Context: an optimization exercise on an open-source flow, tuned for small area, a short achievable clock period and few clock cycles. The choices shown serve that exercise and are no tape-out recipe. RTL that was checked went through simulation tests only; none was proved equivalent to the original. Power is estimated from default activity; no workload was simulated.

// qdec_Arith_decoder
module qdec_Arith_decoder (
    input  logic        clk,
    input  logic        rst_n,
    input  logic        arithInit,  
    input  logic        dec_run,    
    input  logic        EPMode,     
    input  logic [6:0]  ctxState,   
    output logic        dec_rdy,    
    output logic        ruiBin,
    output logic        ruiBin_vld,
    output logic [6:0]  ctxStateUpdate,
    input  logic [7:0]  bitstreamFetch,
    input  logic        bitstreamFetch_vld,
    output logic        bitstreamFetch_rdy
);
Size: about 32 I/O pins, roughly 7400 sq um of cells after synthesis.
clock: 8.0 ns
lec_check: 0
abc_area: 1
cap_margin: 20
core_margin: 2
core_utilization: 40
setup_slack_margin: 4
slew_margin: 20
run.sh (not shown) runs the stock make flow with config.mk's settings and CLKGATE_MAP_FILE= SYNTH_SCRIPT=/design/flow/synth_recipe.tcl, a recipe that flattens the netlist after the stock synthesis.
The starting point passed the timing, DRC and antenna checks.
Rerun with:
--- a/flow/design.v
+++ b/flow/design.v
@@ -711,39 +711,36 @@
 assign accept_ep  = accept & EPMode;
 assign accept_reg = accept & !EPMode;
 logic [23:0] distX;
 assign distX = {uiDist, 8'hFF} & ~({16'h0, byte0} << bitsNeeded);
 logic [7:0]  uiLPS;
 logic [2:0]  numBits;
-logic [9:0]  subHi;      
-logic [9:0]  diffHi;
-logic        borrow;
+logic [8:0]  distMps;    
 logic        isMps;
 logic [8:0]  rangeMps;   
 logic        renormMps;
-logic [23:0] distSel;
-logic [2:0]  shiftBy;
-logic [23:0] distNext;
-logic [3:0]  bitsNext;
+logic [23:0] distLps;
+logic [3:0]  bitsLps;
 qdec_lps_tab u_lps(.i({ctxState[6:1], uiRange[7:6]}), .lps(uiLPS), .nb(numBits));
-assign subHi     = EPMode ? {2'b01, uiRange} : {1'b0, uiLPS, 1'b0};
-assign diffHi    = distX[23:14] - subHi;
-assign borrow    = (distX[23:14] < subHi);
-assign isMps     = !borrow;
+assign distMps   = distX[23:15] - {1'b0, uiLPS};
+assign isMps     = !(distX[23:15] < {1'b0, uiLPS});
 assign rangeMps  = {1'b1, uiRange} - {1'b0, uiLPS};
 assign renormMps = (uiLPS > uiRange);
-assign distSel   = borrow ? distX : {diffHi, distX[13:0]};
-assign shiftBy   = EPMode ? 3'd1 : borrow ? numBits : {2'b00, renormMps};
-assign distNext  = distSel << shiftBy;
-assign bitsNext  = {1'b0, bitsNeeded} + {1'b0, shiftBy};
+assign distLps   = distX << numBits;
+assign bitsLps   = {1'b0, bitsNeeded} + {1'b0, numBits};
+logic [9:0]  distEp;
+logic        epBin;
+assign distEp = distX[23:14] - {1'b0, 1'b1, uiRange};
+assign epBin  = (distX[23:14] < {1'b0, 1'b1, uiRange});
 always_comb begin
     popInit = 2'd0;
     popBin  = 1'b0;
     if(state == S_INIT0 || arithInit) popInit = numByte;
     else if(state == S_INIT1) popInit = {1'b0, haveByte};
-    else if(accept) popBin = bitsNext[3];
+    else if(accept_ep) popBin = (bitsNeeded == 3'd7);
+    else if(accept_reg) popBin = isMps ? (renormMps & (bitsNeeded == 3'd7)) : bitsLps[3];
 end
 always_ff @(posedge clk)
     if(!rst_n) state <= S_IDLE;
     else if(arithInit || state == S_INIT0) begin
         if(numByte == 2'd2) state <= S_READY;
         else if(numByte == 2'd1) state <= S_INIT1;
@@ -759,32 +756,45 @@
         if(numByte == 2'd2) uiDist <= {8'hFE - byte0, ~byte1};
         else if(numByte == 2'd1) uiDist[15:8] <= 8'hFE - byte0;
     end
     else if(state == S_INIT1) begin
         if(haveByte) uiDist[7:0] <= ~byte0;
     end
-    else if(accept) begin
-        uiDist     <= distNext[23:8];
-        bitsNeeded <= bitsNext[2:0];
-        if(!EPMode) begin
-            if(borrow) uiRange <= uiLPS << numBits;
-            else if(renormMps) uiRange <= {rangeMps[6:0], 1'b0};
-            else uiRange <= rangeMps[7:0];
+    else if(accept_ep) begin
+        uiDist     <= epBin ? distX[22:7] : {distEp[8:0], distX[13:7]};
+        bitsNeeded <= bitsNeeded + 3'd1;
+    end
+    else if(accept_reg) begin
+        if(isMps) begin
+            if(renormMps) begin
+                uiRange    <= {rangeMps[6:0], 1'b0};
+                uiDist     <= {distMps[7:0], distX[14:7]};
+                bitsNeeded <= bitsNeeded + 3'd1;
+            end
+            else begin
+                uiRange    <= rangeMps[7:0];
+                uiDist     <= {distMps, distX[14:8]};
+            end
+        end
+        else begin
+            uiRange    <= uiLPS << numBits;
+            uiDist     <= distLps[23:8];
+            bitsNeeded <= bitsLps[2:0];
         end
     end
 logic [6:0] resState;
 logic       resMps;
 logic [6:0] nxtMps;  
 assign nxtMps = {(resState[6:1] >= 6'd62) ? resState[6:1] : resState[6:1] + 6'd1, resState[0]};
 always_ff @(posedge clk)
     if(!rst_n) ruiBin_vld <= 1'b0;
     else ruiBin_vld <= accept;
 always_ff @(posedge clk)
     if(accept) begin
-        resState <= {ctxState[6:1], ctxState[0] & !EPMode};
-        resMps   <= !borrow;
+        resState <= {ctxState[6:1], ctxState[0] | EPMode};
+        resMps   <= EPMode ? epBin : isMps;
     end
 assign ruiBin = !(resState[0] ^ resMps);
 assign ctxStateUpdate = resMps ? nxtMps : nxt_lps_rom(resState);
 endmodule
 module qdec_lps_tab(i, lps, nb);
   input [7:0] i;
Global-route usage increases by 0.32 points.
Clock-buffer cell count is unchanged.
Critical path depth stays the same.
Die area increases by 12%.
Clock skew barely changes.
Setup slack gains 0.39 ns.
Non-clock buffer count decreases by 8.
No run of this note included a check of the RTL's function; only the layout flow was run.

---

Setup of the reference run:
Another version of the RTL of qdec_Arith_decoder (not shown whole).
Size in the first run: roughly 32 I/O pins.
==> module qdec_Arith_decoder, before the edit <==
module qdec_Arith_decoder (
    input  logic        clk,
    input  logic        rst_n,
    input  logic        arithInit,  
    input  logic        dec_run,    
    input  logic        EPMode,     
    input  logic [6:0]  ctxState,   
    output logic        dec_rdy,    
    output logic        ruiBin,
    output logic        ruiBin_vld,
    output logic [6:0]  ctxStateUpdate,
    input  logic [7:0]  bitstreamFetch,
    input  logic        bitstreamFetch_vld,
    output logic        bitstreamFetch_rdy
);
localparam logic [1:0] S_IDLE  = 2'd0;  
localparam logic [1:0] S_INIT0 = 2'd1;  
localparam logic [1:0] S_INIT1 = 2'd2;  
localparam logic [1:0] S_READY = 2'd3;  
logic [1:0]  state;
logic [15:0] uiDist;
logic [7:0]  uiRange;
logic [2:0]  bitsNeeded;  
logic        binVld;      
logic        binEp;
logic        binBorrow;   
logic [7:0]  binLps;
logic [2:0]  binLpsBits;  
logic        binRenorm;   
logic [6:0]  resState;    
logic [1:0]  numByte;
logic [7:0]  byteMem0, byteMem1;
logic        rdPtr;
logic [7:0]  byte0;         
logic [7:0]  byteNext;      
logic        fetch;
logic        popInit;       
logic        popBin;        
logic        haveByte;      
assign bitstreamFetch_rdy = (numByte != 2'd2);
assign fetch = bitstreamFetch_vld & bitstreamFetch_rdy;
assign byte0 = rdPtr ? byteMem1 : byteMem0;
assign byteNext = (rdPtr ^ popBin) ? byteMem1 : byteMem0;
always_ff @(posedge clk)
    if(!rst_n) begin
        numByte <= 2'd0;
        rdPtr   <= 1'b0;
    end
    else begin
        numByte <= numByte - {1'b0, popBin | popInit} + {1'b0, fetch};
        rdPtr   <= rdPtr ^ popBin ^ popInit;
    end
always_ff @(posedge clk)
    if(fetch) begin
        if(rdPtr ^ numByte[0]) byteMem1 <= bitstreamFetch;
        else byteMem0 <= bitstreamFetch;
    end
logic [23:0] distX;
logic [8:0]  rangeMps;   
logic [9:0]  subHi;      
logic [9:0]  diffHi;
logic [23:0] distSel;
logic [8:0]  rangeSel;
logic [2:0]  shiftBy;
logic [23:0] distNext;
logic [8:0]  rangeNext;
logic [3:0]  bitsSum;
logic [15:0] curDist;    
logic [7:0]  curRange;
logic [2:0]  curBits;
logic [14:0] fillBits;
logic [15:0] curDistF;   
logic [7:0]  nextBits;
assign nextBits  = byte0 << bitsNeeded;
assign distX     = {uiDist, ~nextBits};
assign rangeMps  = {1'b1, uiRange} - {1'b0, binLps};
assign subHi     = binEp ? {2'b01, uiRange} : {1'b0, binLps, 1'b0};
assign diffHi    = distX[23:14] - subHi;
assign distSel   = binBorrow ? distX : {diffHi, distX[13:0]};
assign rangeSel  = binBorrow ? {1'b0, binLps} : rangeMps;
assign shiftBy   = binEp ? 3'd1 : binBorrow ? binLpsBits : {2'b00, binRenorm};
assign distNext  = distSel << shiftBy;
assign rangeNext = rangeSel << shiftBy;
assign bitsSum   = {1'b0, bitsNeeded} + {1'b0, shiftBy};
assign popBin    = binVld & (binEp ? (bitsNeeded == 3'd7) :
                            binBorrow ? ({1'b0, bitsNeeded} + {1'b0, binLpsBits} >= 4'd8) :
                            (binRenorm & (bitsNeeded == 3'd7)));
assign curDist   = binVld ? distNext[23:8] : uiDist;
assign curRange  = (binVld & !binEp) ? rangeNext[7:0] : uiRange;
assign curBits   = binVld ? bitsSum[2:0] : bitsNeeded;
assign fillBits  = {7'h0, byteNext} << curBits;
assign curDistF  = curDist & ~{9'h0, fillBits[14:8]};
logic accept;
assign haveByte = (numByte != 2'd0) & !(numByte == 2'd1 & popBin);
assign dec_rdy  = (state == S_READY) & haveByte;
assign accept   = dec_run & dec_rdy;
logic [7:0]  uiLPS;
logic [2:0]  lpsBits;
logic [9:0]  epHi;
logic        borrow;
qdec_lps_tab u_lps(.i({ctxState[6:1], curRange[7:6]}), .lps(uiLPS));
assign lpsBits = uiLPS[7] ? 3'd1 : uiLPS[6] ? 3'd2 : uiLPS[5] ? 3'd3 :
                 uiLPS[4] ? 3'd4 : uiLPS[3] ? 3'd5 : 3'd6;
assign epHi   = curDistF[15:6];
assign borrow = EPMode ? (epHi < {2'b01, curRange}) : (curDist[15:7] < {1'b0, uiLPS});
always_comb begin
    popInit = 1'b0;
    if(state == S_INIT0 || state == S_INIT1) popInit = (numByte != 2'd0);
end
always_ff @(posedge clk)
    if(!rst_n) state <= S_IDLE;
    else if(arithInit) state <= S_INIT0;
    else if(state == S_INIT0) begin
        if(popInit) state <= S_INIT1;
    end
    else if(state == S_INIT1) begin
        if(popInit) state <= S_READY;
    end
always_ff @(posedge clk)
    if(state == S_INIT0) begin
        if(popInit) uiDist[15:8] <= 8'hFE - byte0;
    end
    else if(state == S_INIT1) begin
        uiRange    <= 8'd254;  
        bitsNeeded <= 3'd0;
        if(popInit) uiDist[7:0] <= ~byte0;
    end
    else begin
        uiDist     <= haveByte ? curDistF : curDist;
        uiRange    <= curRange;
        bitsNeeded <= curBits;
    end
always_ff @(posedge clk)
    if(!rst_n) binVld <= 1'b0;
    else binVld <= accept;
always_ff @(posedge clk) begin
    binEp     <= EPMode;
    binBorrow <= borrow;
    binLps    <= uiLPS;
    binLpsBits <= lpsBits;
    binRenorm <= (uiLPS > curRange);
    resState  <= {ctxState[6:1], ctxState[0] & !EPMode};
end
logic [6:0] nxtMps;  
logic [6:0] nxtLps;  
logic [5:0] nxtLpsIdx;
assign nxtMps = {(resState[6:1] >= 6'd62) ? resState[6:1] : resState[6:1] + 6'd1, resState[0]};
qdec_nxt_lps_tab u_nxt_lps(.i(resState[6:1]), .nl(nxtLpsIdx));
assign nxtLps = {nxtLpsIdx, resState[0] ^ (resState[6:1] == 6'd0)};
assign ruiBin_vld     = binVld;
assign ruiBin         = resState[0] ^ binBorrow;
assign ctxStateUpdate = binBorrow ? nxtLps : nxtMps;
endmodule
Settings: LEC_CHECK=0, ABC_AREA=1, CAP_MARGIN=20, CORE_MARGIN=2, CORE_UTILIZATION=40, SETUP_SLACK_MARGIN=3, SLEW_MARGIN=20; clock period 8.0 ns.
Testbench counts of the reference run, summed over its fixed seeds: cycles 32,099.
diff inputs: the reference run => the trial run
--- a/flow/design.v
+++ b/flow/design.v
@@ -30,19 +30,17 @@
 logic [6:0]  resState;    
 logic [1:0]  numByte;
 logic [7:0]  byteMem0, byteMem1;
 logic        rdPtr;
 logic [7:0]  byte0;         
-logic [7:0]  byteNext;      
 logic        fetch;
 logic        popInit;       
 logic        popBin;        
 logic        haveByte;      
 assign bitstreamFetch_rdy = (numByte != 2'd2);
 assign fetch = bitstreamFetch_vld & bitstreamFetch_rdy;
 assign byte0 = rdPtr ? byteMem1 : byteMem0;
-assign byteNext = (rdPtr ^ popBin) ? byteMem1 : byteMem0;
 always_ff @(posedge clk)
     if(!rst_n) begin
         numByte <= 2'd0;
         rdPtr   <= 1'b0;
     end
@@ -66,15 +64,11 @@
 logic [8:0]  rangeNext;
 logic [3:0]  bitsSum;
 logic [15:0] curDist;    
 logic [7:0]  curRange;
 logic [2:0]  curBits;
-logic [14:0] fillBits;
-logic [15:0] curDistF;   
-logic [7:0]  nextBits;
-assign nextBits  = byte0 << bitsNeeded;
-assign distX     = {uiDist, ~nextBits};
+assign distX     = {uiDist, 8'hFF} & ~({16'h0, byte0} << bitsNeeded);
 assign rangeMps  = {1'b1, uiRange} - {1'b0, binLps};
 assign subHi     = binEp ? {2'b01, uiRange} : {1'b0, binLps, 1'b0};
 assign diffHi    = distX[23:14] - subHi;
 assign distSel   = binBorrow ? distX : {diffHi, distX[13:0]};
 assign rangeSel  = binBorrow ? {1'b0, binLps} : rangeMps;
@@ -86,12 +80,10 @@
                             binBorrow ? ({1'b0, bitsNeeded} + {1'b0, binLpsBits} >= 4'd8) :
                             (binRenorm & (bitsNeeded == 3'd7)));
 assign curDist   = binVld ? distNext[23:8] : uiDist;
 assign curRange  = (binVld & !binEp) ? rangeNext[7:0] : uiRange;
 assign curBits   = binVld ? bitsSum[2:0] : bitsNeeded;
-assign fillBits  = {7'h0, byteNext} << curBits;
-assign curDistF  = curDist & ~{9'h0, fillBits[14:8]};
 logic accept;
 assign haveByte = (numByte != 2'd0) & !(numByte == 2'd1 & popBin);
 assign dec_rdy  = (state == S_READY) & haveByte;
 assign accept   = dec_run & dec_rdy;
 logic [7:0]  uiLPS;
@@ -99,11 +91,11 @@
 logic [9:0]  epHi;
 logic        borrow;
 qdec_lps_tab u_lps(.i({ctxState[6:1], curRange[7:6]}), .lps(uiLPS));
 assign lpsBits = uiLPS[7] ? 3'd1 : uiLPS[6] ? 3'd2 : uiLPS[5] ? 3'd3 :
                  uiLPS[4] ? 3'd4 : uiLPS[3] ? 3'd5 : 3'd6;
-assign epHi   = curDistF[15:6];
+assign epHi   = {curDist[15:7], curDist[6] & !((curBits == 3'd7) & byte0[7])};
 assign borrow = EPMode ? (epHi < {2'b01, curRange}) : (curDist[15:7] < {1'b0, uiLPS});
 always_comb begin
     popInit = 1'b0;
     if(state == S_INIT0 || state == S_INIT1) popInit = (numByte != 2'd0);
 end
@@ -124,11 +116,11 @@
         uiRange    <= 8'd254;  
         bitsNeeded <= 3'd0;
         if(popInit) uiDist[7:0] <= ~byte0;
     end
     else begin
-        uiDist     <= haveByte ? curDistF : curDist;
+        uiDist     <= curDist;
         uiRange    <= curRange;
         bitsNeeded <= curBits;
     end
 always_ff @(posedge clk)
     if(!rst_n) binVld <= 1'b0;
==> comparison <==
Routed length on met1: the trial run vs the reference run up 200 um
As of the trial run, post-synthesis instance total had fallen by a few percent compared to the reference run.
In the metrics for the reference run and the trial run, the one carrying the higher global routing usage summed across all routing layers is the trial run.
Logic depth of the worst path, buffers included, the reference run and the trial run, lower one = the trial run.
The trial run: overall power lower than the reference run
Re pre-CTS setup slack: the trial run is 0.24 ns down on the reference run.
Per the comparison of the trial run with the reference run, combinational gate power fell about 12%, clock power about even, total of cells resized after clock tree synthesis rose 2, instance area after placement fell 2.9%.
Diff the reference run -> the trial run: placeable core region down 3.5%; data-path buffer share of cell area in the final layout up 0.57 points.
The cell with the largest stage delay on the worst path comes out sky130_fd_sc_hd__inv_1 in one run and sky130_fd_sc_hd__clkdlybuf4s50_1 in the other, namely in the reference run and the trial run respectively.
No functional check of the RTL was part of the trial run.

==> static timing again, ports no longer ideal <==
The flow's constraints put no driver on any port. The routed layouts listed below were extracted and timed again, unchanged, in two steps.
Step 1 (the two cells are an assumption about what drives the block):
set clk [get_ports {clk}]
set_driving_cell -lib_cell sky130_fd_sc_hd__clkbuf_16 $clk
set_driving_cell -lib_cell sky130_fd_sc_hd__buf_2 [delete_from_list [all_inputs] $clk]
Step 2 also shifts input and output timing later by t, the mid clock arrival at the registers, as if the neighbouring blocks saw the same clock.
a / b / c = ideal / step 1 / step 2; a / b = the first two.
run	t, ns	setup WS [ns]	worst setup path after step 2	slew at the worst register clock pin (ns)
the first run of note 1	0.377	2.984 / 2.964 / 2.588	input to register	0.06 / 0.06
the second run of note 1	0.385	3.372 / 3.332 / 2.947	input to register	0.07 / 0.07
the reference run	0.381	3.342 / 3.364 / 2.983	input to register	0.07 / 0.07
the trial run	0.373	3.114 / 3.077 / 2.881	input to register	0.07 / 0.07
After both steps every run listed still meets setup and hold. The setup slack of the second run of note 1, which loses most, moves by -0.040 ns with the drivers and by -0.425 ns with both steps.
